From an optimization exercise on the open Yosys and OpenROAD flow, aimed at small area and a short achievable clock period; shortcuts taken in it are not production practice. The RTL was checked by simulation tests, not by an equivalence proof against the original design. Power figures rest on the tool's default switching activity, not on a simulated workload.

exp/juniper:
==> flow/design.v (excerpt) <==
module pluto_spi_rspi(clk, SCK, MOSI, MISO, SSEL, LED, nRESET, quadA, quadB, quadZ, up, down, dout, din);
clock: 8.0 ns
lec_check: 0
abc_area: 1
cap_margin: 20
core_margin: 2
core_utilization: 60
cts_buf_list: sky130_fd_sc_hd__clkbuf_16
cts_cluster_diameter: 80
cts_cluster_size: 25
slew_margin: 20
standard.sh (not shown) runs the stock make flow with config.mk's settings and CLKGATE_MAP_FILE= SYNTH_SCRIPT=/design/flow/synth_recipe.tcl, a recipe that flattens the netlist after the stock synthesis.
==> flow/flow/run.sh <==
#!/bin/bash
# Standard layout (the standard.sh) with two changes to how it is made:
# the port buffers are buf_2 cells instead of the buffer buffer_ports picks
# by default, and timing repair aims for 5.7 ns of setup slack.
set -e
export BUFFER_PORTS_ARGS="-buffer_cell sky130_fd_sc_hd__buf_2"
export SETUP_SLACK_MARGIN=5.7
bash standard.sh > standard.log 2>&1
exp/juniper | status: complete | timing, DRC, antenna: pass
[inputs] exp/sierra vs exp/juniper
- SETUP_SLACK_MARGIN now 5.0, previously not set
==> flow/flow/run.sh <==
#!/bin/bash
# Standard layout (the standard.sh), with the port buffers made from
# buf_2 cells instead of the buffer that buffer_ports picks by default.
set -e
export BUFFER_PORTS_ARGS="-buffer_cell sky130_fd_sc_hd__buf_2"
bash standard.sh > standard.log 2>&1
- The non-filler instance count after layout number comes out higher for exp/juniper vs exp/sierra.
- Fraction of power consumed by combinational cells ends up lower on exp/sierra.
- Going from exp/juniper to exp/sierra, post-layout instance area moved down, detail-routed via count per cell lower.
- ~same clock skew in exp/sierra and exp/juniper
- In the reports for exp/sierra and exp/juniper, the larger proportion of cell area spent on the clock network belongs to exp/sierra.
- Changes observed in exp/sierra relative to exp/juniper: global-route track usage on met3 roughly the same; hold slack -5.0 ps; placed instance area went down by 0.55%.
- Reported for exp/sierra and exp/juniper, number of primary I/O pins turned out identical to the last digit.
--- input diff exp/sierra..exp/umber ---
==> flow/run.sh (new file) <==
#!/bin/bash
# synth_recipe.tcl (not shown) runs the flow's synth.tcl, then flattens the netlist and writes it again
# the make line also repeats each setting of config.mk as NAME=value (left out here)
make -C /OpenROAD-flow-scripts/flow DESIGN_CONFIG=/design/flow/config.mk WORK_HOME=/design/flow/orfs CLKGATE_MAP_FILE= SYNTH_SCRIPT=/design/flow/synth_recipe.tcl finish
removed: flow/flow/run.sh
removed: flow/standard.sh
### Flow results
The fraction of met1 tracks used by global routing number comes out higher for exp/sierra vs exp/umber. From exp/sierra to exp/umber the numbers moved as follows: clock tree skew after final layout barely changed; global-route wire length before repair rose by about 0.33%; total number of vias barely changed; relative area change from synthesis to final layout now larger; leakage component of the power went up. A termination of the worst setup path of down[2] is what exp/umber shows, while data_outbuf[4] belongs to exp/sierra.
Input changes introduced in exp/zinc (baseline for comparison: exp/umber):
- SETUP_SLACK_MARGIN: 5.0 -> unset
==> flow/flow/run.sh (new file) <==
#!/bin/bash
# Standard layout (the standard.sh) with two changes to how it is made:
# the port buffers are buf_2 cells instead of the buffer buffer_ports picks
# by default, and timing repair aims for 5.4 ns of setup slack.
set -e
export BUFFER_PORTS_ARGS="-buffer_cell sky130_fd_sc_hd__buf_2"
export SETUP_SLACK_MARGIN=5.4
bash standard.sh > standard.log 2>&1
==> flow/standard.sh (new file) <==
#!/bin/bash
# synth_recipe.tcl (not shown) runs the flow's synth.tcl, then flattens the netlist and writes it again
# the make line also repeats each setting of config.mk as NAME=value (left out here)
make -C /OpenROAD-flow-scripts/flow DESIGN_CONFIG=/design/flow/config.mk WORK_HOME=/design/flow/orfs CLKGATE_MAP_FILE= SYNTH_SCRIPT=/design/flow/synth_recipe.tcl "${@:-finish}"
removed: flow/run.sh
exp/umber ended up with down[2] as its destination of the critical timing path; exp/zinc ended up with dout[9].
In the metrics for exp/umber and exp/zinc, the one carrying the higher synthesis-to-layout area growth is exp/umber.
Cell type of the slowest stage on the worst timing path = dfxtp_2: exp/zinc; cell type of the slowest stage on the worst timing path = clkdlybuf4s50_1: exp/umber
Diff exp/umber -> exp/zinc: detailed placement HPWL decreased about 1.4%; core utilization decreased 0.40 points.

re-timing with driven ports:
The results above use ideal ports. As a check the final layouts listed here were re-extracted and re-timed, cells and wires unchanged. Step 1 (the two cells are an assumption about what drives the block):
set clk [get_ports {clk}]
set_driving_cell -lib_cell sky130_fd_sc_hd__clkbuf_16 $clk
set_driving_cell -lib_cell sky130_fd_sc_hd__buf_2 [delete_from_list [all_inputs] $clk]
Step 2, shift: input delay + t, output delay - t, t = (earliest + latest rising clock arrival at the registers) / 2. This alone moves slack from input paths to output paths. a / b / c = no drivers / after step 1 / after step 2; a / b = the first two.
run	shift t [ns]	setup slack, ns	worst setup path at the end	worst slew at a driven data input, ns
exp/juniper	0.543	5.433 / 5.384 / 5.183	input to register	0.15
exp/sierra	0.546	5.168 / 5.168 / 4.774	input to register	0.04
exp/umber	0.544	5.044 / 4.996 / 4.579	input to register	0.04
exp/zinc	0.553	5.424 / 5.377 / 4.914	input to register	0.06
After both steps setup and hold are still met in every run listed. For exp/zinc, which loses most, drivers alone change the setup slack by -0.047 ns; drivers and shift together by -0.510 ns.
